Background: an optimization exercise with open tools, aiming at small area. Do not read the settings as production practice. Only simulation tests tie the RTL to the original design; equivalence was not proved. No driver is modelled on the clock port, so clocking that relies on it looks cheaper here than on a real chip. Power and IR drop assume default switching activity.

// freqMeter
module freqMeter(clk, rst, signal, d, z);
  input clk;
  input rst;
  input signal;
  output reg [1:4] d;
  output reg [7:0] z;
  localparam [13:0] L_INV = 14'b01010101010101;
  reg  [13:0] Ls;                     
  wire [13:0] L = Ls ^ L_INV;
  reg  [1:0]  p;
  wire lz13  = ~|L[12:0];
  wire lzero = lz13 & ~L[13];         
  wire lfb   = L[13] ^ L[11] ^ L[1] ^ L[0] ^ lz13;
  reg  [2:0] run;
  wire run_in = ~((run == 3'b100) | (run == 3'b001));
  wire edge_in = signal & (run == 3'b111);
  localparam [6:0] PRE_INV = 7'b0110010;
  reg  [6:0] preS;                    
  wire [6:0] pre = preS ^ PRE_INV;
  reg  [3:0] T;
  reg  [3:0] H;
  reg  [6:0] K;
  wire pre99 = (pre[5:0] == 6'b011001);               
  wire pre15 = pre[2] & pre[5] & ~pre[6];             
  wire pre59 = ~pre[0] & pre[1] & ~pre[5] & pre[6];   
  wire pfb   = pre[6] ^ pre[2] ^ pre99;
  wire T9 = T[3] & T[0];
  wire H9 = H[3] & H[0];
  wire cT = pre99;
  wire cH = cT & T9;
  wire cK = cH & H9;
  wire wrapP = K[6] & ~K[5] & ~K[4] & K[0] & H[2] & H[0] & T[1] & T[0] & pre59;
  wire wrapC = K[6] & K[5] & K[4] & K[2] & K[1] & K[0] & H[1] & H[0] & T[1] & pre15;
  wire clrA = edge_in | wrapC;
  wire clrB = clrA | wrapP;
  wire kzero = (K[3:0] == 4'd0) & ~K[5] & (K[6] == K[4]);
  wire [3:0] T_n = clrB ? 4'd0 : (cT ? (T9 ? 4'd0 : T + 4'd1) : T);
  wire [3:0] H_n = clrB ? 4'd0 : (cH ? (H9 ? 4'd0 : H + 4'd1) : H);
  wire [3:0] K_nl = clrB ? 4'd0 : (cK ? K[3:0] + 4'd1 : K[3:0]);
  wire [2:0] K_nh = clrA ? 3'd0 :
                    wrapP ? {K[6:5], 1'b1} :
                    ((cK && K[3:0] == 4'd15) ? K[6:4] + 3'd1 : K[6:4]);
  wire [6:0] K_n = {K_nh, K_nl};
  reg       lowP;
  reg [3:0] x;
  reg [3:0] mid;
  always @(posedge clk) begin
    if (rst) begin
      Ls <= 14'd1 ^ L_INV;
      p <= 2'd0;
      run <= 3'b100;
      preS <= 7'd50 ^ PRE_INV;
      T <= 4'd0;
      H <= 4'd0;
      K <= 7'd0;
      lowP <= 1'b0;
      x <= 4'd1;
      mid <= 4'd0;
    end else begin
      Ls <= {L[12:0], lfb} ^ L_INV;
      if (lzero) p <= p + 2'd1;
      run <= signal ? 3'b100 : {run[1:0], run_in};
      if (edge_in) begin
        lowP <= kzero;
        mid  <= H;
        x    <= K[3:0] | (T & {4{kzero}});
      end
      preS <= (clrB ? 7'd50 : {pre[5:0], pfb}) ^ PRE_INV;
      T <= T_n;
      H <= H_n;
      K <= K_n;
    end
  end
  ...
For scale: about 230 cells after synthesis, roughly 50 flip-flops, about 15 I/O pins, ~0.0018 mm2 of cells after synthesis.
clock: 100.0 ns
lec_check: 0
cap_margin: 20
core_area: 2.5 2.5 59.5 59.5
die_area: 0 0 62 62
place_density: 0.9
slew_margin: 20
standard.sh (not shown) runs the stock make flow with config.mk's settings and CLKGATE_MAP_FILE= SYNTH_SCRIPT=/design/flow/synth_recipe.tcl, a recipe that flattens the netlist after the stock synthesis.
==> flow/flow/run.sh <==
#!/bin/bash
# Layout flow: the standard flow, except that
#  - synthesis skips the adder extraction and maps the logic with several
#    area-oriented ABC scripts (flow/abc), keeping the smallest result;
#    registers and their names are as in the standard synthesis;
#  - the ports, and the output that is a constant, get the smallest buffer
#    cell;
#  - CTS adds no dummy loads, and each clock buffer it places is then sized
#    down to the smallest one that keeps the flip-flop clock-pin slews under
#    115 ps (flow/clkresize.tcl).
set -euo pipefail
W=$(pwd)
F=$W/flow

# ORFS's synth.tcl with its abc call replaced by flow/abc_pick.tcl
python3 - "$FLOW_HOME/scripts/synth.tcl" "$W/my_synth_core.tcl" "$F/abc_pick.tcl" <<'PY'
import sys
src, dst, pick = sys.argv[1:4]
s = open(src).read()
old = "  log_cmd abc {*}$abc_args\n"
assert s.count(old) == 1
s = s.replace(old, "  source " + pick + "\n")
open(dst, "w").write(s)
PY

export MY_SYNTH_CORE=$W/my_synth_core.tcl
export MY_ABC_DIR=$F/abc

make -C "$FLOW_HOME" DESIGN_CONFIG="$W/config.mk" WORK_HOME="$W/orfs" CLKGATE_MAP_FILE= \
  SYNTH_SCRIPT="$F/synth.tcl" ADDER_MAP_FILE= \
  "MIN_BUF_CELL_AND_PORTS=sky130_fd_sc_hd__buf_1 A X" synth > "$W/synth.log" 2>&1
grep ABC_PICK "$W/orfs/logs/sky130hd/freqMeter/base/1_2_yosys.log" >> "$W/synth.log" || true

bash "$W/standard.sh" finish "BUFFER_PORTS_ARGS=-buffer_cell sky130_fd_sc_hd__buf_1" \
  "CTS_ARGS=-sink_clustering_enable -repair_clock_nets -dont_use_dummy_load" \
  "POST_CTS_TCL=$F/clkresize.tcl" > "$W/layout.log" 2>&1
Other scripts of this flow, unchanged in this note and not shown: flow/flow/abc/a1.abc, flow/flow/abc/a10.abc, flow/flow/abc/a2.abc, flow/flow/abc/a3.abc, flow/flow/abc/a4.abc, flow/flow/abc/a5.abc, flow/flow/abc/a6.abc, flow/flow/abc/a6s1.abc, flow/flow/abc/a6s2.abc, flow/flow/abc/a6s3.abc, flow/flow/abc/a6s4.abc, flow/flow/abc/a6s5.abc, flow/flow/abc/a6s6.abc, flow/flow/abc/a7.abc, flow/flow/abc/a8.abc, flow/flow/abc/a9s1.abc, flow/flow/abc/a9s2.abc, flow/flow/abc_pick.tcl, flow/flow/clkresize.tcl, flow/flow/synth.tcl
The first run went through all stages and came out clean.
Rerun with:
PLACE_DENSITY = not set   (was 0.9)
Outcome: Global-route usage drops by 0.72 points; via count drops by about 2.4%; register-to-register slack loses 0.04 ns; sequential power is about the same.

* * *

== build 69 ==
freqMeter, a different RTL version from the one above (not shown whole).
Size in the first run: about 50 flip-flops, ~15 I/O pins.
Design freqMeter, start of the top module:
module freqMeter(clk, rst, signal, d, z);
  input clk;
  input rst;
  input signal;
  output reg [1:4] d;
  output reg [7:0] z;
  localparam [13:0] L_INV = 14'b01010101010101;
  reg  [13:0] Ls;                     
  wire [13:0] L = Ls ^ L_INV;
  reg  [1:0]  p;
  wire lz13  = ~|L[12:0];
  wire lzero = lz13 & ~L[13];         
  wire lfb   = L[13] ^ L[11] ^ L[1] ^ L[0] ^ lz13;
  reg  [2:0] run;
  wire run_in = ~((run == 3'b100) | (run == 3'b001));
  wire edge_in = signal & (run == 3'b111);
  localparam [6:0] PRE_INV = 7'b0110010;
  reg  [6:0] preS;                    
  wire [6:0] pre = preS ^ PRE_INV;
  reg  [3:0] T;
  reg  [3:0] H;
  reg  [6:0] K;
  wire pre99 = (pre[5:0] == 6'b011001);               
  wire pre15 = pre[2] & pre[5] & ~pre[6];             
  wire pre59 = ~pre[0] & pre[1] & ~pre[5] & pre[6];   
  wire pfb   = pre[6] ^ pre[2] ^ pre99;
  wire T9 = T[3] & T[0];
  wire H9 = H[3] & H[0];
  ...
clock: 100.0 ns
lec_check: 0
cap_margin: 20
core_margin: 2
core_utilization: 40
slew_margin: 20
==> flow/flow/run.sh <==
#!/bin/bash
# Layout flow: the standard flow, except that
#  - synthesis skips the adder extraction and maps the logic with several
#    area-oriented ABC scripts (flow/abc), keeping the smallest result;
#    registers and their names are as in the standard synthesis;
#  - the ports get the smallest buffer cell;
#  - CTS adds no dummy loads.
set -euo pipefail
W=$(pwd)
F=$W/flow

# ORFS's synth.tcl with its abc call replaced by flow/abc_pick.tcl
python3 - "$FLOW_HOME/scripts/synth.tcl" "$W/my_synth_core.tcl" "$F/abc_pick.tcl" <<'PY'
import sys
src, dst, pick = sys.argv[1:4]
s = open(src).read()
old = "  log_cmd abc {*}$abc_args\n"
assert s.count(old) == 1
s = s.replace(old, "  source " + pick + "\n")
open(dst, "w").write(s)
PY

export MY_SYNTH_CORE=$W/my_synth_core.tcl
export MY_ABC_DIR=$F/abc

make -C "$FLOW_HOME" DESIGN_CONFIG="$W/config.mk" WORK_HOME="$W/orfs" CLKGATE_MAP_FILE= \
  SYNTH_SCRIPT="$F/synth.tcl" ADDER_MAP_FILE= synth > "$W/synth.log" 2>&1
grep ABC_PICK "$W/orfs/logs/sky130hd/freqMeter/base/1_2_yosys.log" >> "$W/synth.log" || true

bash "$W/standard.sh" finish "BUFFER_PORTS_ARGS=-buffer_cell sky130_fd_sc_hd__buf_1" \
  "CTS_ARGS=-sink_clustering_enable -repair_clock_nets -dont_use_dummy_load" \
  "POST_CTS_TCL=$F/clkresize.tcl" > "$W/layout.log" 2>&1
==> flow/flow/clkresize.tcl <==
# POST_CTS_TCL hook: size each clock buffer that CTS placed to the smallest
# clkbuf cell whose flip-flop clock pins keep a slew (placement estimate)
# under CLK_SLEW_TARGET (ns), leaves first, then the root.
set db [ord::get_db]
set block [ord::get_db_block]
set sizes {sky130_fd_sc_hd__clkbuf_1 sky130_fd_sc_hd__clkbuf_2 sky130_fd_sc_hd__clkbuf_4 sky130_fd_sc_hd__clkbuf_8 sky130_fd_sc_hd__clkbuf_16}
set limit [expr {[info exists ::env(CLK_SLEW_TARGET)] ? $::env(CLK_SLEW_TARGET) : 0.12}]

proc pin_slew {pin} {
  set w 0
  foreach p {slew_max_rise slew_max_fall} {
    set s [get_property $pin $p]
    if {$s > $w} { set w $s }
  }
  return $w
}
proc sinks_slew {pins} {
  estimate_parasitics -placement
  set w 0
  foreach pin $pins { set s [pin_slew $pin]; if {$s > $w} { set w $s } }
  return $w
}
proc clk_pins_of {net} {
  set pins {}
  foreach it [$net getITerms] {
    if {[[$it getMTerm] getName] eq "CLK"} {
      lappend pins [get_pins [[$it getInst] getName]/CLK]
    }
  }
  return $pins
}

set all_clk_pins [get_pins -hierarchical */CLK]
set leaves {}
set roots {}
foreach inst [$block getInsts] {
  set m [[$inst getMaster] getName]
  if {![string match "sky130_fd_sc_hd__clkbuf_*" $m]} { continue }
  set a [[$inst findITerm A] getNet]
  if {$a ne "NULL" && [$a getName] eq "clk"} { lappend roots $inst } else { lappend leaves $inst }
}
puts "clkresize: start, worst clock-pin slew [sinks_slew $all_clk_pins]"
foreach inst $leaves {
  set pins [clk_pins_of [[$inst findITerm X] getNet]]
  if {[llength $pins] == 0} { continue }
  foreach cell $sizes {
    $inst swapMaster [$db findMaster $cell]
    set s [sinks_slew $pins]
    if {$s <= $limit} { break }
  }
  puts "clkresize: leaf [$inst getName] ([llength $pins] sinks) -> [[$inst getMaster] getName], slew $s"
}
set base [sinks_slew $all_clk_pins]
foreach inst $roots {
  foreach cell $sizes {
    $inst swapMaster [$db findMaster $cell]
    set s [sinks_slew $all_clk_pins]
    if {$s <= [expr {max($limit, $base)}]} { break }
  }
  puts "clkresize: root [$inst getName] -> [[$inst getMaster] getName], worst slew $s"
}
detailed_placement
check_placement -verbose
estimate_parasitics -placement
repair_timing -hold -hold_margin 0
detailed_placement
check_placement -verbose
puts "clkresize: end, worst clock-pin slew [sinks_slew $all_clk_pins]"
Other scripts of this flow, unchanged in this note and not shown: flow/flow/abc/a1.abc, flow/flow/abc/a2.abc, flow/flow/abc/a3.abc, flow/flow/abc/a4.abc, flow/flow/abc/a5.abc, flow/flow/abc/a6.abc, flow/flow/abc/a7.abc, flow/flow/abc/a8.abc, flow/flow/abc_pick.tcl, flow/flow/synth.tcl
Inputs modified between build 69 and build 38:
# build 69
export LEC_CHECK = 0
export CAP_MARGIN = 20
export CORE_MARGIN = 2
export CORE_UTILIZATION = 40
export SLEW_MARGIN = 20
create_clock -name core_clock -period 100.0 [get_ports {clk}]
# build 38
export LEC_CHECK = 0
export CAP_MARGIN = 20
export CORE_MARGIN = 2
export CORE_UTILIZATION = 60
export SLEW_MARGIN = 20
create_clock -name core_clock -period 100.0 [get_ports {clk}]
--- a/flow/flow/clkresize.tcl
+++ b/flow/flow/clkresize.tcl
@@ -3 +3 @@
-# under CLK_SLEW_TARGET (ns), leaves first, then the root.
+# under CLK_SLEW_TARGET, leaves first, then the root.
@@ -7 +7 @@
-set limit [expr {[info exists ::env(CLK_SLEW_TARGET)] ? $::env(CLK_SLEW_TARGET) : 0.12}]
+set limit [expr {[info exists ::env(CLK_SLEW_TARGET)] ? $::env(CLK_SLEW_TARGET) : 1.2e-10}]
==> comparison <==
Between build 38 and build 69, the initial standard-cell utilization of the core is higher for build 38.
Relative to build 69, first-pass GRT wire length has decreased by 0.47% in build 38.
Summary of build 38 over build 69: final-layout clock-cell area share saw an increase; growth of design area from synthesis to finish moved up; die outline area fell by 32%.
Inputs modified between build 38 and build 32:
# build 38
export LEC_CHECK = 0
export CAP_MARGIN = 20
export CORE_MARGIN = 2
export CORE_UTILIZATION = 60
export SLEW_MARGIN = 20
create_clock -name core_clock -period 100.0 [get_ports {clk}]
# build 32
export LEC_CHECK = 0
export CAP_MARGIN = 20
export CORE_MARGIN = 2
export CORE_UTILIZATION = 40
export SLEW_MARGIN = 20
create_clock -name core_clock -period 100.0 [get_ports {clk}]
[summary]
The final layout from build 32, which completed every stage, passed the timing, design-rule and antenna checks at the end of the flow.
Delay of the slowest cell on the worst path of build 32 is on par with build 38.
Going from build 38 to build 32, area of the die grew by more than a quarter.
Status: worst slack on hold paths parity (build 38, build 32)
| final design instance area without fill | build 32 vs build 38 | 1.8% higher |
Maximum frequency in build 32 is about 0.33% above build 38.
#### Input delta (build 6 over build 32)
# build 32
export LEC_CHECK = 0
export CAP_MARGIN = 20
export CORE_MARGIN = 2
export CORE_UTILIZATION = 40
export SLEW_MARGIN = 20
create_clock -name core_clock -period 100.0 [get_ports {clk}]
# build 6
export LEC_CHECK = 0
export CAP_MARGIN = 20
export CORE_MARGIN = 2
export CORE_UTILIZATION = 60
export SLEW_MARGIN = 20
create_clock -name core_clock -period 100.0 [get_ports {clk}]
--- a/flow/flow/clkresize.tcl
+++ b/flow/flow/clkresize.tcl
@@ -3 +3 @@
-# under CLK_SLEW_TARGET, leaves first, then the root.
+# under CLK_SLEW_TARGET (ns), leaves first, then the root.
@@ -7 +7 @@
-set limit [expr {[info exists ::env(CLK_SLEW_TARGET)] ? $::env(CLK_SLEW_TARGET) : 1.2e-10}]
+set limit [expr {[info exists ::env(CLK_SLEW_TARGET)] ? $::env(CLK_SLEW_TARGET) : 0.12}]
### Flow results
- Portion of the layout cell area used by clock cells is higher on build 32
- Delta (build 6 minus build 32): row count fell by about 17%; signed area change from the synthesized netlist to the final layout -5.6 points; final area lower.
- | met1 track demand over resource | build 6 vs build 32 | 6.3 points higher |
- Higher multi-input gate share of total cell area among build 6 and build 32: build 6
- In build 6, via count is higher than in build 32.
- Build 32 has a lower worst hold slack than build 6.
- Between build 6 and build 32, tap cell count is lower for build 6, build 32 comes in above that.
- Worst setup slack ended up 240 ps lower on build 6 than on build 32.
Edits applied to the flow inputs when going from build 6 to build 52:
# build 6
export LEC_CHECK = 0
export CAP_MARGIN = 20
export CORE_MARGIN = 2
export CORE_UTILIZATION = 60
export SLEW_MARGIN = 20
create_clock -name core_clock -period 100.0 [get_ports {clk}]
# build 52
export LEC_CHECK = 0
export CAP_MARGIN = 20
export CORE_MARGIN = 2
export CORE_UTILIZATION = 40
export SLEW_MARGIN = 20
create_clock -name core_clock -period 100.0 [get_ports {clk}]
--- a/flow/flow/run.sh
+++ b/flow/flow/run.sh
@@ -31,2 +31 @@
-  "CTS_ARGS=-sink_clustering_enable -repair_clock_nets -dont_use_dummy_load" \
-  "POST_CTS_TCL=$F/clkresize.tcl" > "$W/layout.log" 2>&1
+  "CTS_ARGS=-sink_clustering_enable -repair_clock_nets -dont_use_dummy_load" > "$W/layout.log" 2>&1
removed: flow/flow/clkresize.tcl
[summary]
Final cell area: build 52 above build 6. [compare] base=build 6 new=build 52: combinational power has remained practically unchanged, relative contribution of combinational cells to total power has decreased. Re share of the clock period used by the worst path: build 6 was higher than build 52. Met2 track utilization from global routing delta for build 52 relative to build 6: 15 points lower. Looking at share of the core filled with cells, build 52 sits below build 6. Between build 6 and build 52, fill cell total of the finished layout is higher for build 52, build 6 comes in under that. On clock share of power, the higher figure sits with build 52, not build 6. Re worst setup slack: build 6 and build 52 aren't equal, and the higher value belongs to build 52.

separate check: timing with driven ports:
Ports are ideal in the flow. The routed layouts listed here were re-timed in OpenROAD. Step 1, drivers: a clkbuf_16 drives clk and a buf_2 each remaining input, both assumed. Step 2 also shifts input and output timing later by t, the mid clock arrival at the registers, as if the neighbouring blocks saw the same clock. Three values: ideal ports, drivers, drivers and shift; two values: the first two.
| run | shift t [ns] | setup slack, ns | worst register clock-pin slew, ns | worst data-port slew with drivers (ns) |
|---|---|---|---|---|
| the first run of note 1 | 0.573 | 77.051 / 77.028 / 77.275 | 0.11 / 0.11 | 0.03 |
| the second run of note 1 | 0.508 | 77.081 / 77.060 / 77.305 | 0.10 / 0.10 | 0.03 |
| build 69 | 0.516 | 77.389 / 77.365 / 77.610 | 0.11 / 0.11 | 0.03 |
| build 38 | 0.390 | 77.498 / 77.476 / 77.427 | 0.06 / 0.06 | 0.03 |
| build 32 | 0.330 | 77.571 / 77.545 / 77.576 | 0.07 / 0.07 | 0.03 |
| build 6 | 0.514 | 77.334 / 77.312 / 77.437 | 0.11 / 0.11 | 0.03 |
| build 52 | 0.318 | 77.573 / 77.547 / 77.584 | 0.09 / 0.09 | 0.03 |
After both steps every run listed still meets setup and hold. The setup slack of build 38, which loses most, moves by -0.022 ns with the drivers and by -0.071 ns with both steps.
